From an optimization exercise on the open Yosys and OpenROAD flow, aimed at small area, a short achievable clock period and few clock cycles per item; shortcuts taken in it are not production practice. At most, simulation tests tie the RTL to the original design; equivalence was not proved. The RTL of runs 3 and 4 was laid out without a check of its function. Power is estimated from default activity; no workload was simulated.

==> design.v <==
module sqrt_mult_system (
    input clk_i,
    input rst_i,
    input start_i,
    input [7:0] a_bi,
    input [7:0] b_bi,
    output [15:0] result,
    output done
);
    wire [18:0] d;
    wire p000;
    wire p001;
    wire p002;
    wire p003;
    wire p004;
    wire p005;
    wire p006;
    wire p007;
    wire p008;
    wire p009;
    wire p010;
    wire p011;
    wire p012;
    wire p013;
    wire p014;
    wire p015;
    wire p016;
    wire p017;
    wire p018;
    wire p019;
    wire p020;
    wire p021;
    wire p022;
    wire p023;
    wire p024;
    wire p025;
    wire p026;
    wire p027;
    wire p028;
    wire p029;
    wire p030;
    wire p031;
    wire p032;
    wire p033;
    wire p034;
    wire p035;
    wire p036;
    wire p037;
    wire p038;
    wire p039;
    wire p040;
    wire p041;
    wire p042;
    wire p043;
    wire p044;
    wire p045;
    wire p046;
    wire p047;
    wire p048;
    wire p049;
    wire p050;
    wire p051;
    wire p052;
    wire p053;
    wire p054;
    wire p055;
    wire p056;
    wire p057;
    wire p058;
    wire p059;
    wire p060;
    wire p061;
    wire p062;
    wire p063;
    wire p064;
    wire p065;
    wire p066;
    wire p067;
    wire p068;
    wire p069;
    wire p070;
    wire p071;
    wire p072;
    wire p073;
    wire p074;
    wire p075;
    wire p076;
    wire p077;
    wire p078;
    wire p079;
    wire p080;
    wire p081;
    wire p082;
    wire p083;
    wire p084;
    wire p085;
    wire p086;
    wire p087;
    wire p088;
    wire p089;
    wire p090;
    wire p091;
    wire p092;
    wire p093;
    wire p094;
    wire p095;
    wire p096;
    wire p097;
    wire p098;
    wire p099;
    wire p100;
    wire p101;
    wire p102;
    wire p103;
    wire p104;
    wire p105;
    wire p106;
    wire p107;
    wire p108;
    wire p109;
    wire p110;
    wire p111;
    wire p112;
    wire p113;
    wire p114;
    wire p115;
    wire p116;
    wire p117;
    wire p118;
    wire p119;
    wire p120;
    wire p121;
    wire p122;
    wire p123;
    wire p124;
    wire p125;
    wire p126;
    wire p127;
    wire p128;
    wire p129;
    wire p130;
    wire p131;
    wire p132;
    wire p133;
    wire p134;
    wire p135;
    wire p136;
    wire p137;
    wire p138;
    wire p139;
    wire p140;
    wire p141;
    wire p142;
    wire p143;
    wire p144;
    wire p145;
    wire p146;
    wire p147;
    wire p148;
    wire p149;
    wire p150;
    wire p151;
    wire p152;
    wire p153;
    wire p154;
    wire p155;
    wire p156;
    wire p157;
    wire p158;
    wire p159;
    wire p160;
    wire p161;
    wire p162;
    wire p163;
    wire p164;
    wire p165;
    wire p166;
    wire p167;
    wire p168;
    wire p169;
    wire p170;
    wire p171;
    wire p172;
    wire p173;
    wire p174;
    wire p175;
    wire p176;
    wire p177;
    wire p178;
    wire p179;
    wire p180;
    wire p181;
    wire p182;
    wire p183;
    wire p184;
    wire p185;
    wire p186;
    wire p187;
    wire p188;
    wire p189;
    wire p190;
    wire p191;
    wire p192;
    wire p193;
    wire p194;
    wire p195;
    wire p196;
    wire p197;
    wire p198;
    wire p199;
    wire p200;
    wire p201;
    wire p202;
    wire p203;
    wire p204;
    wire p205;
    wire p206;
    wire p207;
    wire p208;
    wire p209;
    wire p210;
    wire p211;
    wire p212;
    wire p213;
    wire p214;
    wire p215;
    wire p216;
    wire p217;
    wire p218;
    wire p219;
    wire p220;
    wire p221;
    wire p222;
    wire p223;
    wire p224;
    wire p225;
    wire p226;
    wire p227;
    wire p228;
    wire p229;
    wire p230;
    wire p231;
    wire p232;
    wire p233;
    wire p234;
    wire p235;
    wire p236;
    wire p237;
    wire p238;
    wire p239;
    wire p240;
    wire p241;
    wire p242;
    wire p243;
    wire p244;
    wire p245;
    wire p246;
    wire p247;
    wire p248;
    wire p249;
    wire p250;
    wire p251;
    wire p252;
    wire p253;
    wire p254;
    wire p255;
    wire p256;
    wire p257;
    wire p258;
    wire p259;
    wire p260;
    wire p261;
    wire p262;
    wire p263;
    wire p264;
    wire p265;
    wire p266;
    wire p267;
    wire p268;
    wire p269;
    wire p270;
    wire p271;
    wire p272;
    wire p273;
    wire p274;
    wire p275;
    wire p276;
    wire p277;
    wire p278;
    wire p279;
    wire p280;
    wire p281;
    wire p282;
    wire p283;
    wire p284;
    wire p285;
    wire p286;
    wire p287;
    wire p288;
    wire p289;
    wire p290;
    wire p291;
    wire p292;
    wire p293;
    wire p294;
    wire p295;
    wire p296;
    wire p297;
    wire p298;
    wire p299;
    wire p300;
    wire p301;
    wire p302;
    wire p303;
    wire p304;
    wire p305;
    wire p306;
    wire p307;
    wire p308;
    wire p309;
    wire p310;
    wire p311;
    wire p312;
    wire p313;
    wire p314;
    wire p315;
    wire p316;
    wire p317;
    wire p318;
    wire p319;
    wire p320;
    wire p321;
    wire p322;
    wire p323;
    wire p324;
    wire p325;
    wire hv7;
    wire hv6;
    wire hv5;
    wire hv4;
    wire hv3;
    wire hv2;
    wire lv9;
    wire lv8;
    wire lv7;
    wire lv6;
    wire lv5;
    wire lv4;
    wire lv1;
    wire lv0;
    wire hv8;
    wire fl_p0;
    wire fl_k0_1g;
    wire hv9;
    wire fl_x1;
    assign p245 = ~b_bi[5];
    assign p256 = ~b_bi[4];
    assign p265 = p256 & p245;
    assign p266 = ~p265;
    assign p267 = ~b_bi[6];
    assign p268 = ~b_bi[7];
    assign p269 = p268 & p267;
    assign p270 = p269 & p266;
    assign p271 = p270 & a_bi[7];
    assign p272 = ~p271;
    assign p273 = ~p269;
    assign p274 = p265 & p267;
    assign p275 = ~p274;
    assign p276 = p275 & b_bi[7];
    assign p277 = ~p276;
    assign p278 = p277 & p273;
    assign p279 = p278 & a_bi[6];
    assign p280 = ~p279;
    assign p281 = p280 & p272;
    assign p282 = ~a_bi[5];
    assign p283 = ~a_bi[3];
    assign p284 = a_bi[1] & a_bi[2];
    assign p285 = ~p284;
    assign p286 = p285 & p283;
    assign p287 = ~p286;
    assign p288 = p287 & a_bi[4];
    assign p289 = ~p288;
    assign p290 = p289 & p282;
    assign p291 = ~p290;
    assign p292 = p291 & a_bi[6];
    assign p293 = ~p292;
    assign p294 = ~a_bi[6];
    assign p295 = ~a_bi[4];
    assign p296 = ~a_bi[2];
    assign p297 = a_bi[0] & a_bi[1];
    assign p298 = ~p297;
    assign p299 = p298 & p296;
    assign p300 = ~p299;
    assign p301 = p300 & a_bi[3];
    assign p302 = ~p301;
    assign p303 = p302 & p295;
    assign p304 = ~p303;
    assign p305 = p304 & a_bi[5];
    assign p306 = ~p305;
    assign p307 = p306 & p294;
    assign p308 = ~p307;
    assign p309 = p308 & p293;
    assign p310 = ~p309;
    assign p311 = p310 & a_bi[7];
    assign p312 = ~p311;
    assign p313 = ~a_bi[7];
    assign p314 = p309 & p313;
    assign p315 = ~p314;
    assign p316 = p315 & p312;
    assign p317 = ~p316;
    assign p318 = p317 & p276;
    assign p319 = ~p318;
    assign p320 = p319 & p281;
    assign hv7 = ~p320;
    assign p321 = p270 & a_bi[6];
    assign p322 = ~p321;
    assign p323 = p278 & a_bi[5];
    assign p324 = ~p323;
    assign p325 = p324 & p322;
    assign p000 = p306 & p291;
    assign p001 = p000 & a_bi[6];
    assign p002 = ~p001;
    assign p003 = ~p000;
    assign p004 = p003 & p294;
    assign p005 = ~p004;
    assign p006 = p005 & p002;
    assign p007 = p006 & p276;
    assign p008 = ~p007;
    assign p009 = p008 & p325;
    assign hv6 = ~p009;
    assign p010 = p270 & a_bi[5];
    assign p011 = ~p010;
    assign p012 = p278 & a_bi[4];
    assign p013 = ~p012;
    assign p014 = p013 & p011;
    assign p015 = p304 & p289;
    assign p016 = p015 & a_bi[5];
    assign p017 = ~p016;
    assign p018 = ~p015;
    assign p019 = p018 & p282;
    assign p020 = ~p019;
    assign p021 = p020 & p017;
    assign p022 = p021 & p276;
    assign p023 = ~p022;
    assign p024 = p023 & p014;
    assign hv5 = ~p024;
    assign p025 = p270 & a_bi[4];
    assign p026 = ~p025;
    assign p027 = p278 & a_bi[3];
    assign p028 = ~p027;
    assign p029 = p028 & p026;
    assign p030 = p302 & p287;
    assign p031 = ~p030;
    assign p032 = p031 & a_bi[4];
    assign p033 = ~p032;
    assign p034 = p030 & p295;
    assign p035 = ~p034;
    assign p036 = p035 & p033;
    assign p037 = ~p036;
    assign p038 = p037 & p276;
    assign p039 = ~p038;
    assign p040 = p039 & p029;
    assign hv4 = ~p040;
    assign p041 = p270 & a_bi[3];
    assign p042 = ~p041;
    assign p043 = p278 & a_bi[2];
    assign p044 = ~p043;
    assign p045 = p044 & p042;
    assign p046 = p297 & p296;
    assign p047 = ~p046;
    assign p048 = ~a_bi[1];
    assign p049 = p048 & a_bi[2];
    assign p050 = ~p049;
    assign p051 = p050 & p047;
    assign p052 = ~p051;
    assign p053 = p052 & a_bi[3];
    assign p054 = ~p053;
    assign p055 = p051 & p283;
    assign p056 = ~p055;
    assign p057 = p056 & p054;
    assign p058 = p057 & p276;
    assign p059 = ~p058;
    assign p060 = p059 & p045;
    assign hv3 = ~p060;
    assign p061 = ~p270;
    assign p062 = p277 & p061;
    assign p063 = ~p062;
    assign p064 = p273 & a_bi[1];
    assign p065 = ~p064;
    assign p066 = p065 & a_bi[2];
    assign p067 = p066 & p063;
    assign p068 = ~p067;
    assign p069 = ~a_bi[0];
    assign p070 = p069 & a_bi[1];
    assign p071 = ~p070;
    assign p072 = p071 & a_bi[2];
    assign p073 = ~p072;
    assign p074 = p070 & p296;
    assign p075 = ~p074;
    assign p076 = p075 & p073;
    assign p077 = p076 & p276;
    assign p078 = ~p077;
    assign p079 = p078 & p064;
    assign p080 = ~p079;
    assign p081 = p080 & p068;
    assign hv2 = ~p081;
    assign p082 = b_bi[7] & b_bi[6];
    assign p083 = ~p082;
    assign p084 = p269 & b_bi[4];
    assign p085 = ~p084;
    assign p086 = p085 & p083;
    assign p087 = ~p086;
    assign p088 = ~b_bi[0];
    assign p089 = ~b_bi[1];
    assign p090 = p089 & p088;
    assign p091 = ~b_bi[3];
    assign p092 = ~b_bi[2];
    assign p093 = p092 & p091;
    assign p094 = p093 & p090;
    assign p095 = ~p094;
    assign p096 = p095 & b_bi[5];
    assign p097 = p096 & p087;
    assign p098 = ~p097;
    assign p099 = p092 & p268;
    assign p100 = p099 & p090;
    assign p101 = ~p100;
    assign p102 = p091 & p268;
    assign p103 = ~p102;
    assign p104 = p103 & p101;
    assign p105 = b_bi[4] & b_bi[5];
    assign p106 = p105 & b_bi[6];
    assign p107 = ~p106;
    assign p108 = p107 & p275;
    assign p109 = ~p108;
    assign p110 = p109 & p104;
    assign p111 = ~p110;
    assign p112 = p111 & p098;
    assign p113 = ~p112;
    assign p114 = p308 & a_bi[7];
    assign lv9 = p114 & p113;
    assign p115 = p268 & b_bi[5];
    assign p116 = ~p115;
    assign p117 = p116 & p083;
    assign p118 = p269 & p256;
    assign p119 = p118 & p095;
    assign p120 = ~p119;
    assign p121 = p120 & p117;
    assign p122 = ~p121;
    assign p123 = b_bi[7] & b_bi[5];
    assign p124 = ~p123;
    assign p125 = p124 & p093;
    assign p126 = p125 & p256;
    assign p127 = ~p126;
    assign p128 = p127 & p122;
    assign p129 = p128 & p112;
    assign p130 = p129 & a_bi[7];
    assign p131 = ~p130;
    assign p132 = ~p114;
    assign p133 = p293 & p313;
    assign p134 = ~p133;
    assign p135 = p134 & p132;
    assign p136 = p135 & p113;
    assign p137 = ~p136;
    assign p138 = p137 & p131;
    assign lv8 = ~p138;
    assign p139 = ~p128;
    assign p140 = p090 & p092;
    assign p141 = ~p140;
    assign p142 = p141 & b_bi[3];
    assign p143 = ~p142;
    assign p144 = p273 & b_bi[4];
    assign p145 = ~p144;
    assign p146 = p145 & p143;
    assign p147 = ~p146;
    assign p148 = p268 & b_bi[4];
    assign p149 = p148 & p095;
    assign p150 = ~p149;
    assign p151 = p150 & p245;
    assign p152 = ~p151;
    assign p153 = p152 & p147;
    assign p154 = ~p153;
    assign p155 = p154 & p121;
    assign p156 = ~p155;
    assign p157 = p156 & p139;
    assign p158 = p157 & a_bi[7];
    assign p159 = ~p158;
    assign p160 = p113 & p317;
    assign p161 = ~p160;
    assign p162 = p161 & p159;
    assign p163 = p129 & a_bi[6];
    assign p164 = ~p163;
    assign p165 = p164 & p162;
    assign lv7 = ~p165;
    assign p166 = p157 & a_bi[6];
    assign p167 = ~p166;
    assign p168 = p113 & p006;
    assign p169 = ~p168;
    assign p170 = p169 & p167;
    assign p171 = p129 & a_bi[5];
    assign p172 = ~p171;
    assign p173 = p172 & p170;
    assign lv6 = ~p173;
    assign p174 = p157 & a_bi[5];
    assign p175 = ~p174;
    assign p176 = p113 & p021;
    assign p177 = ~p176;
    assign p178 = p177 & p175;
    assign p179 = p129 & a_bi[4];
    assign p180 = ~p179;
    assign p181 = p180 & p178;
    assign lv5 = ~p181;
    assign p182 = p157 & a_bi[4];
    assign p183 = ~p182;
    assign p184 = p113 & p037;
    assign p185 = ~p184;
    assign p186 = p185 & p183;
    assign p187 = p129 & a_bi[3];
    assign p188 = ~p187;
    assign p189 = p188 & p186;
    assign lv4 = ~p189;
    assign p190 = ~p129;
    assign p191 = p113 & p048;
    assign p192 = ~p191;
    assign p193 = p192 & p190;
    assign p194 = ~p193;
    assign p195 = p194 & a_bi[0];
    assign p196 = ~p195;
    assign p197 = ~p157;
    assign p198 = p113 & p069;
    assign p199 = ~p198;
    assign p200 = p199 & p197;
    assign p201 = ~p200;
    assign p202 = p201 & a_bi[1];
    assign p203 = ~p202;
    assign p204 = p203 & p196;
    assign lv1 = ~p204;
    assign p205 = p197 & p112;
    assign p206 = ~p205;
    assign lv0 = p206 & a_bi[0];
    assign p207 = p135 & p276;
    assign p208 = ~p207;
    assign p209 = p278 & a_bi[7];
    assign p210 = ~p209;
    assign p211 = p210 & p208;
    assign hv8 = ~p211;
    assign p212 = p063 & a_bi[0];
    assign p213 = p157 & a_bi[2];
    assign p214 = ~p213;
    assign p215 = p129 & a_bi[1];
    assign p216 = ~p215;
    assign p217 = ~p076;
    assign p218 = p113 & p217;
    assign p219 = ~p218;
    assign p220 = p219 & p216;
    assign p221 = p220 & p214;
    assign p222 = ~p221;
    assign p223 = p222 & p212;
    assign p224 = ~p223;
    assign p225 = ~p212;
    assign p226 = p221 & p225;
    assign p227 = ~p226;
    assign fl_p0 = p227 & p224;
    assign p228 = p063 & a_bi[1];
    assign p229 = ~p228;
    assign p230 = p273 & a_bi[0];
    assign p231 = ~p230;
    assign p232 = p231 & p229;
    assign p233 = ~p232;
    assign p234 = p297 & p276;
    assign p235 = ~p234;
    assign p236 = p235 & p233;
    assign p237 = ~p236;
    assign p238 = p139 & a_bi[3];
    assign p239 = p238 & p156;
    assign p240 = ~p239;
    assign p241 = p127 & a_bi[2];
    assign p242 = p241 & p122;
    assign p243 = p242 & p112;
    assign p244 = ~p243;
    assign p246 = p113 & p057;
    assign p247 = ~p246;
    assign p248 = p247 & p244;
    assign p249 = p248 & p240;
    assign p250 = ~p249;
    assign p251 = p250 & p237;
    assign p252 = ~p251;
    assign p253 = p249 & p236;
    assign p254 = ~p253;
    assign p255 = p254 & p252;
    assign p257 = ~p255;
    assign p258 = p257 & p224;
    assign p259 = ~p258;
    assign p260 = p249 & p237;
    assign p261 = ~p260;
    assign fl_k0_1g = p261 & p259;
    assign hv9 = p114 & p276;
    assign p262 = p255 & p223;
    assign p263 = ~p262;
    assign p264 = p263 & p259;
    assign fl_x1 = ~p264;
    assign d = { hv9, hv8, hv7, hv6, hv5, hv4, hv3, hv2, lv9, lv8, lv7, lv6, lv5, lv4, fl_k0_1g, fl_x1, fl_p0, lv1, lv0 };
    reg        done_r;
    reg [3:0] res_lo;
    reg        cy_r;
    reg [5:0] up_lo;
    reg [7:0] up_hi;
    always @(posedge clk_i) begin
        done_r <= start_i & ~rst_i;
        {up_hi, up_lo, cy_r, res_lo} <= d;
    end
    wire [7:0] u;
    wire q000;
    wire q001;
    wire q002;
    wire q003;
    wire q004;
    wire q005;
    wire q006;
    wire q007;
    wire q008;
    wire q009;
    wire q010;
    wire q011;
    wire q012;
    wire q013;
    wire q014;
    wire q015;
    wire q016;
    wire q017;
    wire q018;
    wire q019;
    wire q020;
    wire q021;
    wire q022;
    wire q023;
    wire q024;
    wire q025;
    wire q026;
    wire q027;
    wire q028;
    wire q029;
    wire q030;
    wire q031;
    wire q032;
    wire q033;
    wire q034;
    wire q035;
    wire q036;
    wire q037;
    wire q038;
    wire q039;
    wire q040;
    wire q041;
    wire q042;
    wire q043;
    wire q044;
    wire q045;
    wire q046;
    wire q047;
    wire q048;
    wire q049;
    wire q050;
    wire q051;
    wire q052;
    wire q053;
    wire q054;
    wire q055;
    wire q056;
    wire q057;
    wire q058;
    wire q059;
    wire q060;
    wire q061;
    wire q062;
    wire q063;
    wire q064;
    wire q065;
    wire q066;
    wire q067;
    wire q068;
    wire q069;
    wire q070;
    wire q071;
    wire q072;
    wire q073;
    wire q074;
    wire q075;
    wire q076;
    wire q077;
    wire q078;
    wire q079;
    wire q080;
    wire q081;
    wire q082;
    wire q083;
    wire q084;
    wire q085;
    wire q086;
    wire q087;
    wire q088;
    wire q089;
    wire q090;
    wire q091;
    wire q092;
    wire q093;
    wire q094;
    wire q095;
    wire q096;
    wire q097;
    wire q098;
    wire q099;
    wire q100;
    wire q101;
    wire q102;
    wire q103;
    wire q104;
    wire q105;
    wire q106;
    wire q107;
    wire q108;
    wire q109;
    wire q110;
    wire q111;
    wire q112;
    wire q113;
    wire q114;
    wire q115;
    wire q116;
    wire q117;
    wire q118;
    wire q119;
    wire q120;
    wire q121;
    wire q122;
    wire q123;
    wire q124;
    wire q125;
    wire q126;
    wire q127;
    wire q128;
    wire q129;
    wire q130;
    wire q131;
    wire q132;
    wire q133;
    wire q134;
    wire q135;
    wire q136;
    wire q137;
    wire q138;
    wire q139;
    wire q140;
    wire q141;
    wire q142;
    wire q143;
    wire q144;
    wire q145;
    wire q146;
    wire q147;
    wire q148;
    wire q149;
    wire q150;
    wire q151;
    wire q152;
    wire q153;
    wire q154;
    wire q155;
    wire fu_x0;
    wire fu_x1;
    wire fu_x2;
    wire fu_x3;
    wire fu_x4;
    wire fu_x5;
    wire fu_x6;
    wire fu_x7;
    assign q084 = ~cy_r;
    assign q085 = q084 & up_lo[0];
    assign q086 = ~q085;
    assign q087 = ~up_lo[0];
    assign q088 = cy_r & q087;
    assign q089 = ~q088;
    assign q090 = q089 & q086;
    assign q091 = ~q090;
    assign q092 = q091 & up_hi[0];
    assign q093 = ~q092;
    assign q094 = ~up_hi[0];
    assign q095 = q090 & q094;
    assign q096 = ~q095;
    assign fu_x0 = q096 & q093;
    assign q097 = cy_r & up_lo[0];
    assign q098 = ~q097;
    assign q099 = q084 & q087;
    assign q100 = ~q099;
    assign q101 = q100 & up_hi[0];
    assign q102 = ~q101;
    assign q103 = q102 & q098;
    assign q104 = ~q103;
    assign q105 = ~up_hi[1];
    assign q106 = ~up_lo[1];
    assign q107 = q106 & q105;
    assign q108 = ~q107;
    assign q109 = up_lo[1] & up_hi[1];
    assign q110 = ~q109;
    assign q111 = q110 & q108;
    assign q112 = q111 & q104;
    assign q113 = ~q112;
    assign q114 = ~q111;
    assign q115 = q114 & q103;
    assign q116 = ~q115;
    assign fu_x1 = q116 & q113;
    assign q117 = q110 & q098;
    assign q118 = q117 & q102;
    assign q119 = ~q118;
    assign q120 = q119 & q108;
    assign q121 = ~up_hi[2];
    assign q122 = ~up_lo[2];
    assign q123 = q122 & q121;
    assign q124 = ~q123;
    assign q125 = up_lo[2] & up_hi[2];
    assign q126 = ~q125;
    assign q127 = q126 & q124;
    assign q128 = q127 & q120;
    assign q129 = ~q128;
    assign q130 = ~q120;
    assign q131 = ~q127;
    assign q132 = q131 & q130;
    assign q133 = ~q132;
    assign fu_x2 = q133 & q129;
    assign q134 = q127 & q111;
    assign q135 = q134 & q104;
    assign q136 = ~q135;
    assign q137 = q124 & q109;
    assign q138 = ~q137;
    assign q139 = q138 & q126;
    assign q140 = q139 & q136;
    assign q141 = ~up_lo[3];
    assign q142 = q141 & up_hi[3];
    assign q143 = ~q142;
    assign q144 = ~up_hi[3];
    assign q145 = up_lo[3] & q144;
    assign q146 = ~q145;
    assign q147 = q146 & q143;
    assign q148 = ~q147;
    assign q149 = q148 & q140;
    assign q150 = ~q149;
    assign q151 = ~q140;
    assign q152 = q147 & q151;
    assign q153 = ~q152;
    assign q154 = q153 & q150;
    assign fu_x3 = ~q154;
    assign q155 = ~up_hi[4];
    assign q000 = ~up_lo[4];
    assign q001 = q000 & q155;
    assign q002 = ~q001;
    assign q003 = up_lo[4] & up_hi[4];
    assign q004 = ~q003;
    assign q005 = q004 & q002;
    assign q006 = ~q005;
    assign q007 = q141 & q144;
    assign q008 = ~q007;
    assign q009 = up_lo[3] & up_hi[3];
    assign q010 = ~q009;
    assign q011 = q010 & q126;
    assign q012 = ~q011;
    assign q013 = q012 & q008;
    assign q014 = ~q013;
    assign q015 = q148 & q127;
    assign q016 = q015 & q120;
    assign q017 = ~q016;
    assign q018 = q017 & q014;
    assign q019 = ~q018;
    assign q020 = q019 & q006;
    assign q021 = ~q020;
    assign q022 = q018 & q005;
    assign q023 = ~q022;
    assign q024 = q023 & q021;
    assign fu_x4 = ~q024;
    assign q025 = ~up_hi[5];
    assign q026 = ~up_lo[5];
    assign q027 = q026 & q025;
    assign q028 = ~q027;
    assign q029 = up_lo[5] & up_hi[5];
    assign q030 = ~q029;
    assign q031 = q030 & q028;
    assign q032 = ~q031;
    assign q033 = q010 & q004;
    assign q034 = ~q033;
    assign q035 = q034 & q002;
    assign q036 = ~q035;
    assign q037 = q005 & q148;
    assign q038 = ~q037;
    assign q039 = q038 & q036;
    assign q040 = ~q039;
    assign q041 = q036 & q139;
    assign q042 = q041 & q136;
    assign q043 = ~q042;
    assign q044 = q043 & q040;
    assign q045 = q044 & q032;
    assign q046 = ~q045;
    assign q047 = ~q044;
    assign q048 = q047 & q031;
    assign q049 = ~q048;
    assign q050 = q049 & q046;
    assign fu_x5 = ~q050;
    assign q051 = q031 & q003;
    assign q052 = ~q051;
    assign q053 = q052 & q030;
    assign q054 = q031 & q005;
    assign q055 = q054 & q013;
    assign q056 = ~q055;
    assign q057 = q056 & q053;
    assign q058 = q054 & q015;
    assign q059 = q058 & q120;
    assign q060 = ~q059;
    assign q061 = q060 & q057;
    assign q062 = ~q061;
    assign q063 = q062 & up_hi[6];
    assign q064 = ~q063;
    assign q065 = ~up_hi[6];
    assign q066 = q061 & q065;
    assign q067 = ~q066;
    assign fu_x6 = q067 & q064;
    assign q068 = up_hi[7] & up_hi[6];
    assign q069 = q068 & q062;
    assign q070 = ~q069;
    assign q071 = q031 & up_hi[6];
    assign q072 = q071 & q037;
    assign q073 = q072 & q151;
    assign q074 = ~q073;
    assign q075 = ~up_hi[7];
    assign q076 = q071 & q035;
    assign q077 = ~q076;
    assign q078 = q029 & up_hi[6];
    assign q079 = ~q078;
    assign q080 = q079 & q077;
    assign q081 = q080 & q075;
    assign q082 = q081 & q074;
    assign q083 = ~q082;
    assign fu_x7 = q083 & q070;
    assign u = { fu_x7, fu_x6, fu_x5, fu_x4, fu_x3, fu_x2, fu_x1, fu_x0 };
    assign result = {4'b0, u, res_lo};
    assign done   = done_r;
endmodule
==> flow/run.sh <==
#!/bin/bash
# Layout flow: the standard ORFS flow, with two changes.
#  1. Synthesis is ORFS's own script (with the standard flow's -nofsm -noshare wrapper,
#     flatten and renaming, as in synth_recipe.tcl), but ABC maps with the
#     script in flow/abc.script (the logic feeding the output ports first,
#     with flow/abc_post.script if present), and full/half adder extraction
#     can be skipped.
#  2. The port buffers inserted during placement are buf cells instead of
#     the slow clkdlybuf cells that buffer_ports picks by default.
# Settings come from flow/params.sh. Each tool's output goes to its own log.
set -euo pipefail
HERE=$(pwd)
source "$HERE/flow/params.sh"
export MY_ABC_SCRIPT="$HERE/flow/abc.script"
if [ -f "$HERE/flow/abc_post.script" ]; then export MY_ABC_POST_SCRIPT="$HERE/flow/abc_post.script"; fi
export MY_NOFA
export BUFFER_PORTS_ARGS="-buffer_cell $PORT_BUFFER"
sed "s#SYNTH_SCRIPT=[^ ]*#SYNTH_SCRIPT=$HERE/flow/synth.tcl#" standard.sh > my_standard.sh
bash my_standard.sh finish > flow_make.log 2>&1
==> flow/abc.script <==
strash
dch
map -D 1000
topo
stime -c
==> flow/abc_post.script <==
strash
dch
map -D 300
topo
stime -c
==> flow/params.sh <==
MY_NOFA=1
PORT_BUFFER=sky130_fd_sc_hd__buf_1
==> flow/synth.tcl <==
# synth_recipe.tcl with hooks: abc runs flow/abc.script (MY_ABC_SCRIPT);
# when MY_ABC_POST_SCRIPT is set, the logic in the input cone of the output
# ports (back to the flip-flops) is mapped first, with that script; and
# extract_fa is skipped when MY_NOFA is 1.
proc synth {args} { yosys synth -nofsm -noshare {*}$args }
proc abc {args} {
  set out {}
  set skip 0
  foreach a $args {
    if {$skip} { set skip 0; continue }
    if {$a eq "-script" || $a eq "-D"} { set skip 1; continue }
    lappend out $a
  }
  if {[info exists ::env(MY_ABC_POST_SCRIPT)] && $::env(MY_ABC_POST_SCRIPT) ne ""} {
    set outp $out
    lappend outp -script $::env(MY_ABC_POST_SCRIPT)
    yosys select -set postcone o:* %ci*:-sky130_fd_sc_hd__dfxtp_1
    yosys abc {*}$outp @postcone
  }
  lappend out -script $::env(MY_ABC_SCRIPT)
  yosys abc {*}$out
}
if {$::env(MY_NOFA)} { proc extract_fa {args} {} }
source $::env(SCRIPTS_DIR)/synth.tcl
# left out here: clear keep_hierarchy, flatten, clean up, hide names made inside functions, write 1_2_yosys.v
==> standard.sh <==
#!/bin/bash
# synth_recipe.tcl (not shown) runs the flow's synth.tcl, then flattens the netlist and writes it again
# the make line also repeats each setting of config.mk as NAME=value (left out here)
make -C /OpenROAD-flow-scripts/flow DESIGN_CONFIG=/design/flow/config.mk WORK_HOME=/design/flow/orfs CLKGATE_MAP_FILE= SYNTH_SCRIPT=/design/flow/synth_recipe.tcl "${@:-finish}"
==> config.mk <==
export PLATFORM = sky130hd
export DESIGN_NAME = sqrt_mult_system
export DESIGN_NICKNAME = sqrt_mult_system
export VERILOG_FILES = /design/flow/design.v
export SDC_FILE = /design/flow/constraint.sdc
export NUM_CORES = 4
export LEC_CHECK = 0
export CAP_MARGIN = 20
export CORE_MARGIN = 2
export CORE_UTILIZATION = 40
export SETUP_SLACK_MARGIN = 2.0
export SLEW_MARGIN = 20
==> constraint.sdc <==
create_clock -name core_clock -period 5.0 [get_ports {clk_i}]
set_input_delay 1.0000 -clock core_clock [delete_from_list [all_inputs] [get_ports {clk_i}]]
set_output_delay 1.0000 -clock core_clock [all_outputs]
set_load 0.01 [all_outputs]
==> reports/results.tsv, run 1 <==
stage	metric	value	unit
outcome	outcome	no timing/DRC/antenna violations	
timing	Final Cycle Share	0.541	
logic_synthesis	FFs w/ async S/R, synth	0	
logic_synthesis	Most used DFF post-synth	dfxtp_1	
die	overall die height	65.5	microns
clock_tree	Root Driver	clkbuf_8	
hold_path	HP Class	primary input to flop	
clock_tree	CTS buffer count	3	
finish	Fillers	402	
die	die area	4290	sq um
logic_synthesis	mean post-synth cell area	6.41	sq um
logic_synthesis	number of flops mapped to enable cells by yosys	0	
detailed_routing	Wirelength per Cell	11.0	microns
global_routing	initial antenna violation count	0	
detailed_routing	Pre-Repair DR Iteration Count	4	
timing	Hold Violations, Final	0	
detailed_routing	DRC errors left	0	
timing	Min Hold Slack	0.883	ns
global_routing	Remaining Overflow, GRT	0	
logic_synthesis	YS warnings	1	
finish	nets	282	
global_routing	overall routing resource usage	0.163	
hold_path	hold endpoint	done_r$_DFF_P_	
die	IO Pins	36	
placement	placer congestion estimate	0.863	
finish	commonest non-fill, non-tap cell in the layout	nand2_1	
global_routing	first-pass GRT wire length	5590	microns
pwr	total power	0.530	mW
logic_synthesis	sequential fraction of the synthesis area	0.265	
die	Starting Density	0.413	
critical_path	WS Path Type	flop to primary output	
detailed_routing	vias post-DR	1592	
detailed_routing	DR iter-0 viols	95	
critical_path	data required time of the worst path	4.00	ns
placement	HPWL after DPL	2790	microns
critical_path	Startpoint Class	flop	
critical_path	CP Max Fanout	4	
pwr	VDD IR max	0.0000833	V
pwr	Leak	0.680	nW
clock_tree	TritonCTS Sinks	20	
timing	max_slew headroom	0.592	
logic_synthesis	#FFs+latches synth	20	
critical_path	Worst Setup End Kind	primary output	
die	Row Count	22	
timing	Min Clock Period, post-route	2.70	ns
timing	RSZ-0062 raised after global routing	false	
finish	most frequent cells in the layout	57 x nand2_1, 31 x buf_1, 27 x clkinv_1	
timing	Setup TNS Final	0	ns
hold_path	Hold Path Depth	2	
clock_tree	clock slew at reported path FFs	0.07	ns
detailed_routing	via density per instance	5.14	
finish	layout cell share with drive strength beyond 1	0.0611	
placement	number of port buffers	31	
finish	final core utilization	0.455	
finish	area grow syn2layout	10.1	%
detailed_routing	wirelength, routed	3400	microns
timing	Slew Limit Fails	0	
die	core box area	3660	sq um
die	chip width	65.5	microns
global_routing	largest net degree at the start of global routing	12	
run	max cap viols	0	
clock_tree	H-tree depth	1	
logic_synthesis	Synth Cell Area	1510	sq um
hold_path	min-delay src	rst_i	
clock_tree	setup bufs post-CTS	0	
clock_tree	CTS Buffer Depth	2	
detailed_routing	ANT nets after route	0	
timing	Final setup viols	0	
timing	Slew @ Worst Pin	0.608	ns
logic_synthesis	Mapped Cells	236	
global_routing	vias in the first global route	1389	
critical_path	crit path DAT	1.70	ns
pwr	Power Density	318	nW/um^2
timing	Fmax	370	MHz
clock_tree	CTS tree	built	
finish	Diodes inserted	0	
logic_synthesis	synth unique cells	26	
-- synthesized netlist by cell type, types with 2 or more instances --
cell type / number / share of area
a21oi_1: 10 / 0.033
a22oi_1: 7 / 0.035
a31oi_1: 7 / 0.029
and2_2: 3 / 0.015
buf_4: 12 / 0.060
clkinv_1: 27 / 0.067
dfxtp_1: 20 / 0.26
nand2_1: 57 / 0.14
nand3_1: 8 / 0.026
nand3b_1: 2 / 0.0099
nand4_1: 4 / 0.017
nor2_1: 25 / 0.062
nor3_1: 3 / 0.0099
o21a_1: 2 / 0.0099
o21ai_0: 19 / 0.063
o221ai_1: 5 / 0.029
o22ai_1: 3 / 0.012
or2_2: 5 / 0.021
or2b_2: 2 / 0.012
xor2_1: 9 / 0.052
-- through the flow --
step	instances	worst slack [ns]	cell area, sq um
finish	310	2.30	1670
global route	310	2.05	1670
CTS	310	2.06	1670
detailed placement	306	1.79	1610
global placement	306	1.65	1610
floorplan	239	2.48	1520
-- report_power, final --
part | leakage (nW) | switching [mW] | internal (mW)
Sequential | 0.168 | 0.0151 | 0.183
Clock | 0.0288 | 0.0492 | 0.0700
Combinational | 0.483 | 0.134 | 0.0787
Total | 0.680 | 0.198 | 0.331
-- critical path: stages (launching register included) --
cell	delay, ns
dfxtp_1	0.37
or2b_2	0.33
nand2_1	0.10
nand4_1	0.12
o21ai_0	0.25
nand2_1	0.08
nand2_1	0.06
buf_1	0.14
-- flip-flops by register name (all words and copies together) (netlist names) --
| register | cells |
|---|---|
| cy_r | 1 |
| done_r | 1 |
| res_lo | 4 |
| up_hi | 8 |
| up_lo | 6 |
-- worst max-delay path by stage --
| stage | cells after the start | slack (ns) | startpoint | end |
|---|---|---|---|---|
| 6_report | 7 | 2.30 | up_hi[5]$_DFF_P_ | result[10] |
| 5_1_grt | 11 | 2.05 | b_bi[7] | res_lo[3]$_DFF_P_ |
| 4_1_cts | 12 | 2.06 | b_bi[4] | res_lo[3]$_DFF_P_ |
| 3_5_place_dp | 12 | 1.79 | b_bi[4] | res_lo[3]$_DFF_P_ |
| 3_3_place_gp | 12 | 1.65 | b_bi[4] | res_lo[3]$_DFF_P_ |
| 2_1_floorplan | 11 | 2.48 | b_bi[4] | res_lo[3]$_DFF_P_ |
-- what timing repair did --
action,in CTS,in global routing
gates resized for setup,0,1
endpoints found under the setup margin,0,6
hold buffers,0,0
-- layer usage --
| layer | wire [microns] | global-route usage | up-vias | part of all wire |
|---|---|---|---|---|
| met5 | 0 | 0 | - | 0 |
| met4 | 87 | 0.0833 | 0 | 0.026 |
| met3 | 181 | 0.0103 | 9 | 0.053 |
| met2 | 1620 | 0.296 | 61 | 0.48 |
| met1 | 1520 | 0.191 | 683 | 0.45 |
| li1 | - | - | 839 | - |
-- cells by family (layout without fill, tap and decap cells) --
family / Yosys count / count (layout) / synth area share
AND/OR/NAND/NOR: 109 / 109 / 0.313
buffers and inverters: 39 / 62 / 0.127
AO/OA/AOI/OAI: 58 / 58 / 0.241
flip-flops: 20 / 20 / 0.265
other: 1 / 4 / 0.00248
XOR/XNOR: 9 / 9 / 0.0521
-- layout make-up --
type	instances	area, sq um	area share
Multi-Input combinational cell	180	932	0.560
Sequential cell	20	400	0.240
Timing Repair Buffer	31	116	0.0699
Inverter	27	101	0.0609
Tap cell	48	60.1	0.0361
Clock buffer	4	55.1	0.0331
Testbench counts, summed over its fixed seeds: cycles 8,000, items 4,000.
==> inputs of run 2 (changes only) <==
--- a/config.mk
+++ b/config.mk
@@ -8,5 +8,5 @@
 export CAP_MARGIN = 20
 export CORE_MARGIN = 2
 export CORE_UTILIZATION = 40
-export SETUP_SLACK_MARGIN = 2.0
+export SETUP_SLACK_MARGIN = 2.3
 export SLEW_MARGIN = 20
==> run 2 against run 1 <==
Net effect: still clean on timing, DRC and antenna; global-route usage unchanged; design area up 2.2%; synthesized cell count unchanged; worst setup slack better by 0.13 ns; wire length up 0.79%; first-iteration DRC count down 14%; core utilization up 0.99 points; fmax up 4.9%; synthesized area unchanged; clock-buffer cell count unchanged; cell count unchanged; critical path type unchanged; largest power group unchanged.
==> reports/results.tsv, run 2 <==
stage	metric	value	unit
timing	Fmax	388	MHz
detailed_routing	ANT nets after route	0	
detailed_routing	Wirelength per Cell	11.1	microns
finish	area grow syn2layout	12.5	%
finish	commonest non-fill, non-tap cell in the layout	nand2_1	
die	core box area	3660	sq um
critical_path	data required time of the worst path	4.00	ns
finish	Largest register FFs	8	
logic_synthesis	YS warnings	1	
logic_synthesis	number of flops mapped to enable cells by yosys	0	
pwr	total power	0.541	mW
detailed_routing	metal1 wirelength	1500	microns
die	chip width	65.5	microns
hold_path	HP Class	primary input to flop	
clock_tree	# hold bufs at CTS	0	
critical_path	crit path DAT	1.58	ns
detailed_routing	Top Metal Used	met4	
global_routing	initial antenna violation count	0	
die	Starting Density	0.413	
critical_path	WS Path Type	flop to primary output	
outcome	outcome	no timing/DRC/antenna violations	
timing	Final Cycle Share	0.516	
logic_synthesis	mean post-synth cell area	6.41	sq um
detailed_routing	DR iter-0 viols	82	
clock_tree	Root Driver	clkbuf_8	
clock_tree	CTS Buffer Depth	2	
clock_tree	CTS buffer count	3	
logic_synthesis	top-count cell post-synth	nand2_1	
run	max cap viols	0	
timing	Slew Limit Fails	0	
critical_path	CP Max Fanout	4	
logic_synthesis	share of the synthesized area in the top cell type	0.265	
timing	RSZ-0062 raised after global routing	false	
timing	Min Clock Period, post-route	2.58	ns
logic_synthesis	top cells by count, synth	57 x nand2_1, 27 x clkinv_1, 25 x nor2_1	
logic_synthesis	sequential fraction of the synthesis area	0.265	
finish	Diodes inserted	0	
detailed_routing	DRC errors left	0	
die	overall die height	65.5	microns
global_routing	vias in the first global route	1389	
finish	Register Area	403	sq um
die	Row Count	22	
detailed_routing	met2 WL post-DR	1640	microns
die	die area	4290	sq um
finish	nets	282	
critical_path	Worst Setup End Kind	primary output	
timing	Final setup viols	0	
detailed_routing	Pre-Repair DR Iteration Count	5	
critical_path	Startpoint Class	flop	
logic_synthesis	Mapped Cells	236	
global_routing	overall routing resource usage	0.163	
detailed_routing	via density per instance	5.17	
finish	Fillers	399	
clock_tree	TritonCTS Sinks	20	
global_routing	first-pass GRT wire length	5590	microns
placement	pre-CTS WS	1.79	ns
placement	placer congestion estimate	0.863	
logic_synthesis	synth unique cells	26	
detailed_routing	vias post-DR	1602	
logic_synthesis	top post-synthesis cells by area	dfxtp_1 26%, nand2_1 14%, clkinv_1 6.7%, o21ai_0 6.3%, nor2_1 6.2%	
timing	Hold Violations, Final	0	
logic_synthesis	#FFs+latches synth	20	
timing	Setup TNS Final	0	ns
finish	Multi-input gate area	965	sq um
clock_tree	CTS tree	built	
detailed_routing	Met3 Routed Length	197	microns
global_routing	Remaining Overflow, GRT	0	
placement	number of port buffers	31	
logic_synthesis	Synth Cell Area	1510	sq um
pwr	VDD IR max	0.0000882	V
finish	layout cell share with drive strength beyond 1	0.103	
global_routing	largest net degree at the start of global routing	12	
logic_synthesis	Most used DFF post-synth	dfxtp_1	
pwr	Power Density	318	nW/um^2
hold_path	Hold Path Depth	2	
placement	HPWL after DPL	2790	microns
die	IO Pins	36	
logic_synthesis	FFs w/ async S/R, synth	0	
clock_tree	H-tree depth	1	
finish	most frequent cells in the layout	55 x nand2_1, 30 x buf_1, 27 x clkinv_1	
pwr	Leak	0.689	nW
timing	worst setup slack after layout	2.42	ns
detailed_routing	wirelength, routed	3430	microns
logic_synthesis	Synth area leader	dfxtp_1	
clock_tree	clock slew at reported path FFs	0.07	ns
## run 2: cell count changes in the layout (fill, tap and decap cells not counted), moves of 2 or more
cell and change:
dfxtp_2 +2, nand2_1 -2, o21ai_0 -4, dfxtp_1 -2, o21ai_2 +3, nand2_2 +2, nor2_1 -2
## run 2: metal layers
layer	vias up	GRT usage
met2	64	0.296
met3	11	0.0103
met4	0	0.0833
li1	840	-
met5	-	0
met1	687	0.191
## run 2: cell families (layout without fill, tap and decap cells)
logic type,Yosys count,in the layout,synth area share
compound gates,58,58,0.241
xor+xnor,9,9,0.0521
buf+inv,39,62,0.127
flops,20,20,0.265
simple gates,109,109,0.313
other cells,1,4,0.00248
## run 2: cell type report
class | count | share of cell area
clock buffers | 4 | 0.0324
inverters | 27 | 0.0596
multi-input cells | 180 | 0.567
flip-flops and latches | 20 | 0.237
well taps | 48 | 0.0353
repair buffers | 31 | 0.0691
## run 2: report_power, final
group / switching [mW] / total (mW) / internal, mW
logic: 0.140 / 0.223 / 0.0832
clock network: 0.0492 / 0.119 / 0.0700
registers: 0.0153 / 0.198 / 0.183
total: 0.204 / 0.541 / 0.336
## run 2: critical path: stages, from the launching register on
cell and delay, ns:
dfxtp_2 0.35, or2b_2 0.33, nand2_2 0.09, nand4_1 0.13
o21ai_2 0.19, nand2_1 0.06, nand2_1 0.05, clkbuf_2 0.12
## run 2: worst paths after layout
| path | slack (ns) | startpoint | end |
|---|---|---|---|
| worst max-delay path | 2.42 | up_hi[5]$_DFF_P_ | result[10] |
| worst min-delay path | 0.88 | rst_i | done_r$_DFF_P_ |
## run 2: metrics by stage
stage | hold WS [ns] | utilization | std cells | cell area, sq um
final | 0.883 | 0.465 | 310 | 1700
after global routing | 0.898 | 0.465 | 310 | 1700
after detailed placement | 1.16 | 0.440 | 306 | 1610
after floorplan | 1.07 | - | 239 | 1520
after global placement | 1.15 | 0.440 | 306 | 1610
after CTS | 0.884 | 0.455 | 310 | 1670
## run 2: what timing repair did
item | 4_1_cts | 5_1_grt
pin swaps | 0 | 1
setup endpoints to repair | 8 | 7
buffers inserted | 0 | 0
resized for setup | 2 | 15
hold endpoints to repair | 0 | 0
==> inputs of run 3 (changes only) <==
--- a/design.v
+++ b/design.v
@@ -350,7 +350,7 @@
     wire lv0;
     wire hv8;
     wire fl_p0;
-    wire fl_k0_1g;
+    wire fl_s0_1g;
     wire hv9;
     wire fl_x1;
     assign p245 = ~b_bi[5];
@@ -692,13 +692,13 @@
     assign p259 = ~p258;
     assign p260 = p249 & p237;
     assign p261 = ~p260;
-    assign fl_k0_1g = p261 & p259;
+    assign fl_s0_1g = p261 & p259;
     assign hv9 = p114 & p276;
     assign p262 = p255 & p223;
     assign p263 = ~p262;
     assign p264 = p263 & p259;
     assign fl_x1 = ~p264;
-    assign d = { hv9, hv8, hv7, hv6, hv5, hv4, hv3, hv2, lv9, lv8, lv7, lv6, lv5, lv4, fl_k0_1g, fl_x1, fl_p0, lv1, lv0 };
+    assign d = { hv9, hv8, hv7, hv6, hv5, hv4, hv3, hv2, lv9, lv8, lv7, lv6, lv5, lv4, fl_s0_1g, fl_x1, fl_p0, lv1, lv0 };
     reg        done_r;
     reg [3:0] res_lo;
     reg        cy_r;
@@ -842,29 +842,6 @@
     wire q130;
     wire q131;
     wire q132;
-    wire q133;
-    wire q134;
-    wire q135;
-    wire q136;
-    wire q137;
-    wire q138;
-    wire q139;
-    wire q140;
-    wire q141;
-    wire q142;
-    wire q143;
-    wire q144;
-    wire q145;
-    wire q146;
-    wire q147;
-    wire q148;
-    wire q149;
-    wire q150;
-    wire q151;
-    wire q152;
-    wire q153;
-    wire q154;
-    wire q155;
     wire fu_x0;
     wire fu_x1;
     wire fu_x2;
@@ -873,170 +850,147 @@
     wire fu_x5;
     wire fu_x6;
     wire fu_x7;
-    assign q084 = ~cy_r;
-    assign q085 = q084 & up_lo[0];
-    assign q086 = ~q085;
-    assign q087 = ~up_lo[0];
-    assign q088 = cy_r & q087;
-    assign q089 = ~q088;
-    assign q090 = q089 & q086;
-    assign q091 = ~q090;
-    assign q092 = q091 & up_hi[0];
+    assign q061 = ~cy_r;
+    assign q062 = ~up_hi[0];
+    assign q063 = ~up_lo[0];
+    assign q064 = q063 & q062;
+    assign q065 = ~q064;
+    assign q066 = up_lo[0] & up_hi[0];
+    assign q067 = ~q066;
+    assign q068 = q067 & q065;
+    assign q069 = q068 & q061;
+    assign q070 = ~q069;
+    assign q071 = ~q068;
+    assign q072 = q071 & cy_r;
+    assign q073 = ~q072;
+    assign q074 = q073 & q070;
+    assign fu_x0 = ~q074;
+    assign q075 = q068 & cy_r;
+    assign q076 = ~q075;
+    assign q077 = q076 & q067;
+    assign q078 = ~q077;
+    assign q079 = ~up_hi[1];
+    assign q080 = up_lo[1] & q079;
+    assign q081 = ~q080;
+    assign q082 = ~up_lo[1];
+    assign q083 = q082 & up_hi[1];
+    assign q084 = ~q083;
+    assign q085 = q084 & q081;
+    assign q086 = q085 & q078;
+    assign q087 = ~q086;
+    assign q088 = ~q085;
+    assign q089 = q088 & q077;
+    assign q090 = ~q089;
+    assign q091 = q090 & q087;
+    assign fu_x1 = ~q091;
+    assign q092 = q088 & q078;
     assign q093 = ~q092;
-    assign q094 = ~up_hi[0];
-    assign q095 = q090 & q094;
-    assign q096 = ~q095;
-    assign fu_x0 = q096 & q093;
-    assign q097 = cy_r & up_lo[0];
-    assign q098 = ~q097;
-    assign q099 = q084 & q087;
+    assign q094 = up_lo[1] & up_hi[1];
+    assign q095 = ~q094;
+    assign q096 = q095 & q093;
+    assign q097 = ~up_hi[2];
+    assign q098 = ~up_lo[2];
+    assign q099 = q098 & q097;
     assign q100 = ~q099;
-    assign q101 = q100 & up_hi[0];
+    assign q101 = up_lo[2] & up_hi[2];
     assign q102 = ~q101;
-    assign q103 = q102 & q098;
-    assign q104 = ~q103;
-    assign q105 = ~up_hi[1];
-    assign q106 = ~up_lo[1];
-    assign q107 = q106 & q105;
-    assign q108 = ~q107;
-    assign q109 = up_lo[1] & up_hi[1];
-    assign q110 = ~q109;
-    assign q111 = q110 & q108;
-    assign q112 = q111 & q104;
-    assign q113 = ~q112;
-    assign q114 = ~q111;
-    assign q115 = q114 & q103;
-    assign q116 = ~q115;
-    assign fu_x1 = q116 & q113;
-    assign q117 = q110 & q098;
-    assign q118 = q117 & q102;
-    assign q119 = ~q118;
-    assign q120 = q119 & q108;
-    assign q121 = ~up_hi[2];
-    assign q122 = ~up_lo[2];
-    assign q123 = q122 & q121;
+    assign q103 = q102 & q100;
+    assign q104 = q103 & q096;
+    assign q105 = ~q104;
+    assign q106 = ~q096;
+    assign q107 = ~q103;
+    assign q108 = q107 & q106;
+    assign q109 = ~q108;
+    assign q110 = q109 & q105;
+    assign fu_x2 = ~q110;
+    assign q111 = q103 & q106;
+    assign q112 = ~q111;
+    assign q113 = q112 & q102;
+    assign q114 = ~q113;
+    assign q115 = ~up_hi[3];
+    assign q116 = ~up_lo[3];
+    assign q117 = q116 & q115;
+    assign q118 = ~q117;
+    assign q119 = up_lo[3] & up_hi[3];
+    assign q120 = ~q119;
+    assign q121 = q120 & q118;
+    assign q122 = ~q121;
+    assign q123 = q122 & q114;
     assign q124 = ~q123;
-    assign q125 = up_lo[2] & up_hi[2];
+    assign q125 = q121 & q113;
     assign q126 = ~q125;
     assign q127 = q126 & q124;
-    assign q128 = q127 & q120;
-    assign q129 = ~q128;
-    assign q130 = ~q120;
-    assign q131 = ~q127;
-    assign q132 = q131 & q130;
-    assign q133 = ~q132;
-    assign fu_x2 = q133 & q129;
-    assign q134 = q127 & q111;
-    assign q135 = q134 & q104;
-    assign q136 = ~q135;
-    assign q137 = q124 & q109;
-    assign q138 = ~q137;
-    assign q139 = q138 & q126;
-    assign q140 = q139 & q136;
-    assign q141 = ~up_lo[3];
-    assign q142 = q141 & up_hi[3];
-    assign q143 = ~q142;
-    assign q144 = ~up_hi[3];
-    assign q145 = up_lo[3] & q144;
-    assign q146 = ~q145;
-    assign q147 = q146 & q143;
-    assign q148 = ~q147;
-    assign q149 = q148 & q140;
-    assign q150 = ~q149;
-    assign q151 = ~q140;
-    assign q152 = q147 & q151;
-    assign q153 = ~q152;
-    assign q154 = q153 & q150;
-    assign fu_x3 = ~q154;
-    assign q155 = ~up_hi[4];
-    assign q000 = ~up_lo[4];
-    assign q001 = q000 & q155;
-    assign q002 = ~q001;
-    assign q003 = up_lo[4] & up_hi[4];
-    assign q004 = ~q003;
-    assign q005 = q004 & q002;
-    assign q006 = ~q005;
-    assign q007 = q141 & q144;
-    assign q008 = ~q007;
-    assign q009 = up_lo[3] & up_hi[3];
+    assign fu_x3 = ~q127;
+    assign q128 = q121 & q103;
+    assign q129 = q128 & q106;
+    assign q130 = ~q129;
+    assign q131 = q121 & q101;
+    assign q132 = ~q131;
+    assign q000 = q132 & q120;
+    assign q001 = q000 & q130;
+    assign q002 = ~up_hi[4];
+    assign q003 = ~up_lo[4];
+    assign q004 = q003 & q002;
+    assign q005 = ~q004;
+    assign q006 = up_lo[4] & up_hi[4];
+    assign q007 = ~q006;
+    assign q008 = q007 & q005;
+    assign q009 = q008 & q001;
     assign q010 = ~q009;
-    assign q011 = q010 & q126;
-    assign q012 = ~q011;
-    assign q013 = q012 & q008;
+    assign q011 = ~q001;
+    assign q012 = ~q008;
+    assign q013 = q012 & q011;
     assign q014 = ~q013;
-    assign q015 = q148 & q127;
-    assign q016 = q015 & q120;
+    assign q015 = q014 & q010;
+    assign fu_x4 = ~q015;
+    assign q016 = q008 & q011;
     assign q017 = ~q016;
-    assign q018 = q017 & q014;
+    assign q018 = q017 & q007;
     assign q019 = ~q018;
-    assign q020 = q019 & q006;
-    assign q021 = ~q020;
-    assign q022 = q018 & q005;
+    assign q020 = ~up_hi[5];
+    assign q021 = ~up_lo[5];
+    assign q022 = q021 & q020;
     assign q023 = ~q022;
-    assign q024 = q023 & q021;
-    assign fu_x4 = ~q024;
-    assign q025 = ~up_hi[5];
-    assign q026 = ~up_lo[5];
-    assign q027 = q026 & q025;
-    assign q028 = ~q027;
-    assign q029 = up_lo[5] & up_hi[5];
-    assign q030 = ~q029;
-    assign q031 = q030 & q028;
-    assign q032 = ~q031;
-    assign q033 = q010 & q004;
-    assign q034 = ~q033;
-    assign q035 = q034 & q002;
-    assign q036 = ~q035;
-    assign q037 = q005 & q148;
-    assign q038 = ~q037;
-    assign q039 = q038 & q036;
-    assign q040 = ~q039;
-    assign q041 = q036 & q139;
-    assign q042 = q041 & q136;
+    assign q024 = up_lo[5] & up_hi[5];
+    assign q025 = ~q024;
+    assign q026 = q025 & q023;
+    assign q027 = ~q026;
+    assign q028 = q027 & q019;
+    assign q029 = ~q028;
+    assign q030 = q026 & q018;
+    assign q031 = ~q030;
+    assign q032 = q031 & q029;
+    assign fu_x5 = ~q032;
+    assign q033 = ~up_hi[6];
+    assign q034 = q026 & q006;
+    assign q035 = ~q034;
+    assign q036 = q035 & q025;
+    assign q037 = q026 & q008;
+    assign q038 = q037 & q011;
+    assign q039 = ~q038;
+    assign q040 = q039 & q036;
+    assign q041 = ~q040;
+    assign q042 = q041 & q033;
     assign q043 = ~q042;
-    assign q044 = q043 & q040;
-    assign q045 = q044 & q032;
-    assign q046 = ~q045;
-    assign q047 = ~q044;
-    assign q048 = q047 & q031;
+    assign q044 = q040 & up_hi[6];
+    assign q045 = ~q044;
+    assign q046 = q045 & q043;
+    assign fu_x6 = ~q046;
+    assign q047 = q037 & up_hi[6];
+    assign q048 = q047 & q011;
     assign q049 = ~q048;
-    assign q050 = q049 & q046;
-    assign fu_x5 = ~q050;
-    assign q051 = q031 & q003;
+    assign q050 = ~q036;
+    assign q051 = q050 & up_hi[6];
     assign q052 = ~q051;
-    assign q053 = q052 & q030;
-    assign q054 = q031 & q005;
-    assign q055 = q054 & q013;
-    assign q056 = ~q055;
-    assign q057 = q056 & q053;
-    assign q058 = q054 & q015;
-    assign q059 = q058 & q120;
-    assign q060 = ~q059;
-    assign q061 = q060 & q057;
-    assign q062 = ~q061;
-    assign q063 = q062 & up_hi[6];
-    assign q064 = ~q063;
-    assign q065 = ~up_hi[6];
-    assign q066 = q061 & q065;
-    assign q067 = ~q066;
-    assign fu_x6 = q067 & q064;
-    assign q068 = up_hi[7] & up_hi[6];
-    assign q069 = q068 & q062;
-    assign q070 = ~q069;
-    assign q071 = q031 & up_hi[6];
-    assign q072 = q071 & q037;
-    assign q073 = q072 & q151;
-    assign q074 = ~q073;
-    assign q075 = ~up_hi[7];
-    assign q076 = q071 & q035;
-    assign q077 = ~q076;
-    assign q078 = q029 & up_hi[6];
-    assign q079 = ~q078;
-    assign q080 = q079 & q077;
-    assign q081 = q080 & q075;
-    assign q082 = q081 & q074;
-    assign q083 = ~q082;
-    assign fu_x7 = q083 & q070;
+    assign q053 = q052 & q049;
+    assign q054 = q053 & up_hi[7];
+    assign q055 = ~q054;
+    assign q056 = ~up_hi[7];
+    assign q057 = ~q053;
+    assign q058 = q057 & q056;
+    assign q059 = ~q058;
+    assign q060 = q059 & q055;
+    assign fu_x7 = ~q060;
     assign u = { fu_x7, fu_x6, fu_x5, fu_x4, fu_x3, fu_x2, fu_x1, fu_x0 };
     assign result = {4'b0, u, res_lo};
     assign done   = done_r;
==> flow/run.sh (replaced) <==
#!/bin/bash
# Layout flow: the standard ORFS flow, with two changes.
#  1. Synthesis is ORFS's own script (with the standard flow's -nofsm -noshare wrapper,
#     flatten and renaming, as in synth_recipe.tcl), but ABC maps with the
#     script in flow/abc.script and full/half adder extraction can be skipped.
#  2. The port buffers inserted during placement are buf cells instead of
#     the slow clkdlybuf cells that buffer_ports picks by default.
# Settings come from flow/params.sh. Each tool's output goes to its own log.
set -euo pipefail
HERE=$(pwd)
source "$HERE/flow/params.sh"
export MY_ABC_SCRIPT="$HERE/flow/abc.script"
export MY_NOFA
export BUFFER_PORTS_ARGS="-buffer_cell $PORT_BUFFER"
sed "s#SYNTH_SCRIPT=[^ ]*#SYNTH_SCRIPT=$HERE/flow/synth.tcl#" standard.sh > my_standard.sh
bash my_standard.sh finish > flow_make.log 2>&1
==> flow/synth.tcl (replaced) <==
# synth_recipe.tcl with two hooks: abc runs flow/abc.script (MY_ABC_SCRIPT),
# and extract_fa is skipped when MY_NOFA is 1.
proc synth {args} { yosys synth -nofsm -noshare {*}$args }
proc abc {args} {
  set out {}
  set skip 0
  foreach a $args {
    if {$skip} { set skip 0; continue }
    if {$a eq "-script" || $a eq "-D"} { set skip 1; continue }
    lappend out $a
  }
  lappend out -script $::env(MY_ABC_SCRIPT)
  yosys abc {*}$out
}
if {$::env(MY_NOFA)} { proc extract_fa {args} {} }
source $::env(SCRIPTS_DIR)/synth.tcl
# left out here: clear keep_hierarchy, flatten, clean up, hide names made inside functions, write 1_2_yosys.v
--- a/config.mk
+++ b/config.mk
@@ -8,5 +8,4 @@
 export CAP_MARGIN = 20
 export CORE_MARGIN = 2
 export CORE_UTILIZATION = 40
-export SETUP_SLACK_MARGIN = 2.3
 export SLEW_MARGIN = 20
removed: flow/abc_post.script
==> run 3 against run 2 <==
Net effect: global-route usage decreased by 1.2 points; non-clock buffer count increased by 1; flip-flop and latch count unchanged; via count decreased by 15%; design area decreased by 12%; critical endpoint is now result[11]; largest power group is now registers.
==> reports/results.tsv, run 3 <==
stage	metric	value	unit
outcome	outcome	no timing/DRC/antenna violations	
logic_synthesis	sequential fraction of the synthesis area	0.298	
logic_synthesis	#FFs+latches synth	20	
critical_path	Most Frequent Cell on Critical Path	nand2_1	
critical_path	WS Path Type	flop to primary output	
detailed_routing	wirelength, routed	2720	microns
pwr	Power Density	331	nW/um^2
logic_synthesis	Synth Cell Area	1350	sq um
clock_tree	clock slew at reported path FFs	0.10	ns
finish	layout cell share with drive strength beyond 1	0.0385	
clock_tree	CTS Buffer Depth	2	
detailed_routing	DRC errors left	0	
placement	pre-CTS WS	2.03	ns
critical_path	WP buf/inv	2	
global_routing	largest net degree at the start of global routing	13	
logic_synthesis	synth unique cells	22	
die	core box area	3280	sq um
critical_path	worst path cell trace	clkinv_1 > o21ai_0 > nand2_1 > nand2_1 > a41oi_1 > o22ai_1 > nand2_1 > xnor2_1 > buf_1	
clock_tree	TritonCTS Sinks	20	
critical_path	Largest delay share family, worst path	compound AO/OA/AOI/OAI gates	
detailed_routing	DR iter-0 viols	54	
logic_synthesis	mean post-synth cell area	6.50	sq um
timing	Fmax	332	MHz
global_routing	first-pass GRT wire length	4330	microns
finish	most frequent cells in the layout	57 x nand2_1, 31 x buf_1, 23 x clkinv_1	
clock_tree	setup bufs post-CTS	0	
finish	commonest non-fill, non-tap cell in the layout	nand2_1	
logic_synthesis	Most used DFF post-synth	dfxtp_1	
die	Row Count	21	
pwr	VDD IR max	0.000130	V
pwr	Leak	0.635	nW
placement	number of port buffers	31	
logic_synthesis	YS warnings	1	
logic_synthesis	top post-synthesis cells by area	dfxtp_1 30%, nand2_1 16%, xor2_1 7.8%, buf_4 6.7%, clkinv_1 6.4%	
detailed_routing	Wirelength per Cell	9.73	microns
clock_tree	Root Driver	clkbuf_4	
timing	Slew Limit Fails	0	
critical_path	crit path max-delay cell type	dfxtp_1	
critical_path	data required time of the worst path	4.00	ns
timing	Final Cycle Share	0.602	
clock_tree	CTS buffer count	3	
die	die area	3840	sq um
die	IO Pins	36	
finish	Largest register FFs	8	
critical_path	CP Depth	9	
finish	nets	254	
finish	final core utilization	0.457	
detailed_routing	via density per instance	4.86	
critical_path	Startpoint Class	flop	
critical_path	Worst setup startpoint	cy_r$_DFF_P_	
timing	RSZ-0062 raised after global routing	false	
logic_synthesis	top cells by count, synth	57 x nand2_1, 23 x clkinv_1, 21 x nor2_1	
clock_tree	H-tree depth	1	
run	max cap viols	0	
timing	Final setup viols	0	
global_routing	initial antenna violation count	0	
placement	placed cell area	1450	sq um
logic_synthesis	FFs w/ async S/R, synth	0	
global_routing	vias in the first global route	1045	
placement	placer congestion estimate	0.829	
finish	area grow syn2layout	11.5	%
die	chip width	62.0	microns
logic_synthesis	share of the synthesized area in the top cell type	0.298	
clock_tree	cts repair resizes	0	
critical_path	crit path DAT	2.01	ns
die	overall die height	62.0	microns
global_routing	overall routing resource usage	0.151	
critical_path	crit path to	result[11]	
critical_path	CP Max Fanout	3	
hold_path	HP Class	primary input to flop	
finish	Fillers	354	
logic_synthesis	Synth area leader	dfxtp_1	
timing	Hold Violations, Final	0	
critical_path	Worst Setup End Kind	primary output	
critical_path	Crit path largest cell delay	0.37	ns
timing	Min Clock Period, post-route	3.01	ns
finish	Diodes inserted	0	
logic_synthesis	Mapped Cells	207	
detailed_routing	Pre-Repair DR Iteration Count	6	
clock_tree	# hold bufs at CTS	0	
detailed_routing	ANT nets after route	0	
finish	fin area	1500	sq um
global_routing	Remaining Overflow, GRT	0	
timing	worst setup slack after layout	1.99	ns
clock_tree	CTS tree	built	
placement	HPWL after DPL	2270	microns
detailed_routing	vias post-DR	1361	
timing	Setup TNS Final	0	ns
logic_synthesis	top-count cell post-synth	nand2_1	
die	Starting Density	0.410	
logic_synthesis	number of flops mapped to enable cells by yosys	0	
==> run 3: how the worst min path moves through the flow <==
stage | depth (start not counted) | from | end
global placement | 2 | rst_i | done_r$_DFF_P_
finish | 2 | rst_i | done_r$_DFF_P_
detailed placement | 2 | rst_i | done_r$_DFF_P_
CTS | 2 | rst_i | done_r$_DFF_P_
global route | 2 | rst_i | done_r$_DFF_P_
floorplan | 1 | rst_i | done_r$_DFF_P_
==> run 3: area by class of cell <==
cell class	count	area (sq um)	share of cell area
tap	46	57.6	0.0384
inverter	23	86.3	0.0575
clock inverter	1	30.0	0.0200
multi-input combinational	155	779	0.520
timing repair buffer	32	124	0.0826
sequential	20	400	0.267
clock buffer	3	22.5	0.0150
==> run 3: cells by family after synthesis <==
group / synth area share
AO/OA/AOI/OAI: 0.200
XOR/XNOR: 0.0847
buffers and inverters: 0.131
flip-flops: 0.298
other: 0.00279
AND/OR/NAND/NOR: 0.284
==> run 3: report_power, final <==
group | switching [mW] | internal [mW]
logic | 0.113 | 0.0662
clock network | 0.0453 | 0.0810
registers | 0.00956 | 0.182
total | 0.168 | 0.329
==> run 3: through the flow <==
| step | std cells | power (mW) | hold slack (ns) |
|---|---|---|---|
| floorplan | 210 | 0.363 | 1.07 |
| global placement | 276 | 0.376 | 1.15 |
| detailed placement | 276 | 0.377 | 1.16 |
| CTS | 280 | 0.503 | 0.830 |
| global route | 280 | 0.542 | 0.867 |
| finish | 280 | 0.497 | 0.841 |
==> run 3: layer usage <==
layer  wire, microns  track usage  vias to the layer above
met5               0            0                        -
met4              25       0.0699                        0
met3             104       0.0186                        2
met2            1310        0.249                       32
met1            1280        0.195                      598
li1                -            -                      729
==> inputs of run 4 (changes only) <==
--- a/config.mk
+++ b/config.mk
@@ -8,4 +8,5 @@
 export CAP_MARGIN = 20
 export CORE_MARGIN = 2
 export CORE_UTILIZATION = 40
+export SETUP_SLACK_MARGIN = 2.0
 export SLEW_MARGIN = 20
==> run 4 against run 3 <==
Net effect: still clean; sequential share of layout area shrank 0.25 points; via count is the same; non-clock buffer count is the same; clock power is essentially flat; wire length grew 1.6%; total power grew 1.5%; die area is the same; global-route usage is the same; combinational power grew 4%; first-iteration DRC count grew 24%; critical endpoint unchanged; highest routed layer unchanged.
==> reports/results.tsv, run 4 <==
stage	metric	value	unit
logic_synthesis	mean post-synth cell area	6.50	sq um
global_routing	overall routing resource usage	0.151	
detailed_routing	vias post-DR	1361	
logic_synthesis	sequential fraction of the synthesis area	0.298	
finish	area grow syn2layout	12.9	%
placement	placed cell area	1450	sq um
detailed_routing	metal1 wirelength	1300	microns
logic_synthesis	Synth area leader	dfxtp_1	
finish	commonest non-fill, non-tap cell in the layout	nand2_1	
clock_tree	CTS tree	built	
logic_synthesis	number of flops mapped to enable cells by yosys	0	
pwr	Int Power	0.332	mW
outcome	outcome	no timing/DRC/antenna violations	
detailed_routing	ANT nets after route	0	
pwr	Clock Power Share	0.251	
pwr	Comb pwr share	0.369	
logic_synthesis	area share of xor/xnor cells in the synthesized design	0.0847	
pwr	Net Sw Frac	0.341	
critical_path	CP Max Fanout	3	
finish	layout cell share with drive strength beyond 1	0.0556	
clock_tree	CTS buffer count	3	
pwr	VDD IR max	0.000131	V
global_routing	vias in the first global route	1045	
finish	nets	254	
detailed_routing	Wirelength per Cell	9.89	microns
logic_synthesis	main combinational cell family by area after synthesis	simple AND/OR/NAND/NOR gates	
die	Starting Density	0.410	
placement	placer congestion estimate	0.829	
clock_tree	clock slew at reported path FFs	0.10	ns
logic_synthesis	top post-synthesis cells by area	dfxtp_1 30%, nand2_1 16%, xor2_1 7.8%, buf_4 6.7%, clkinv_1 6.4%	
pwr	switching power total	0.172	mW
hold_path	HP Class	primary input to flop	
clock_tree	TritonCTS Sinks	20	
placement	HPWL after DPL	2270	microns
detailed_routing	Top Metal Used	met4	
clock_tree	setup bufs post-CTS	0	
detailed_routing	met2 WL post-DR	1350	microns
timing	Hold Violations, Final	0	
logic_synthesis	Synth Cell Area	1350	sq um
logic_synthesis	YS warnings	1	
clock_tree	CTS Buffer Depth	2	
placement	pre-CTS WS	2.03	ns
die	chip width	62.0	microns
critical_path	WS Path Type	flop to primary output	
placement	number of port buffers	31	
run	max cap viols	0	
global_routing	largest net degree at the start of global routing	13	
global_routing	Remaining Overflow, GRT	0	
logic_synthesis	top-count cell post-synth	nand2_1	
==> run 4: critical path, stage by stage, from the launching register on <==
cell,delay [ns]
dfxtp_1,0.32
or2_2,0.31
nand2_1,0.10
o21ai_0,0.10
a41oi_2,0.25
o22ai_2,0.14
nand2_1,0.09
xnor2_1,0.11
buf_1,0.16
==> run 4: layout make-up <==
class / count / area, sq um
clock buffer: 3 / 22.5
clock inverter: 1 / 30.0
fill: 351 / 1770
inverter: 23 / 86.3
multi-input combinational: 155 / 797
sequential: 20 / 402
tap: 46 / 57.6
timing repair buffer: 32 / 124
==> run 4: power groups by stage <==
stage / Clock, mW / Sequential [mW] / Combinational (mW)
after floorplan: 0 / 0.197 / 0.166
after global placement: 0 / 0.195 / 0.181
after detailed placement: 0 / 0.196 / 0.181
after CTS: 0.130 / 0.192 / 0.182
after global routing: 0.138 / 0.195 / 0.217
final: 0.126 / 0.192 / 0.186
==> run 4: what timing repair did <==
item / in CTS / in global routing
gates resized for setup: 1 / 5
gates cloned: 0 / 0
setup endpoints to repair: 2 / 3
pin swaps: 0 / 1
==> run 4: final timing paths <==
kind | start | end | cells after the start
setup / recovery | up_hi[3]$_DFF_P_ | result[11] | 8
hold / removal | rst_i | done_r$_DFF_P_ | 2
==> run 4: routing by layer <==
layer | global-route usage | vias up
li1 | - | 728
met1 | 0.195 | 601
met2 | 0.249 | 30
met3 | 0.0186 | 2
met4 | 0.0699 | 0
met5 | 0 | -
==> run 4: cells by family (layout without fill, tap and decap cells) <==
family / Yosys count / after routing
AND/OR/NAND/NOR: 94 / 94
AO/OA/AOI/OAI: 44 / 44
buffers and inverters: 35 / 59
flip-flops: 20 / 20
XOR/XNOR: 13 / 13
other: 1 / 4
==> run 4: through the flow <==
| stage | hold WS, ns | utilization | total power, mW | std cells |
|---|---|---|---|---|
| final | 0.841 | 0.462 | 0.505 | 280 |
| after global routing | 0.867 | 0.462 | 0.550 | 280 |
| after CTS | 0.830 | 0.457 | 0.503 | 280 |
| after detailed placement | 1.16 | 0.441 | 0.377 | 276 |
| after global placement | 1.15 | 0.441 | 0.376 | 276 |
| after floorplan | 1.07 | - | 0.363 | 210 |

-- port drivers added, routing unchanged --
Ports are ideal in the flow. The routed layouts listed here were re-timed in OpenROAD.
Step 1 sets driving cells, clkbuf_16 on the clock port and buf_2 on the other inputs (assumed; they add their load-dependent delay and slew).
Step 2, shift: input delay + t, output delay - t, t = (earliest + latest rising clock arrival at the registers) / 2. This alone moves slack from input paths to output paths.
Slacks: ideal / step 1 / step 2; pairs: ideal / step 1.
run	t (ns)	slack for setup (ns)
run 1	0.278	2.295 / 2.272 / 2.035
run 2	0.279	2.422 / 2.399 / 2.259
run 3	0.314	1.992 / 1.969 / 2.047
run 4	0.314	2.140 / 2.116 / 2.043
After both steps every run listed still meets setup and hold.
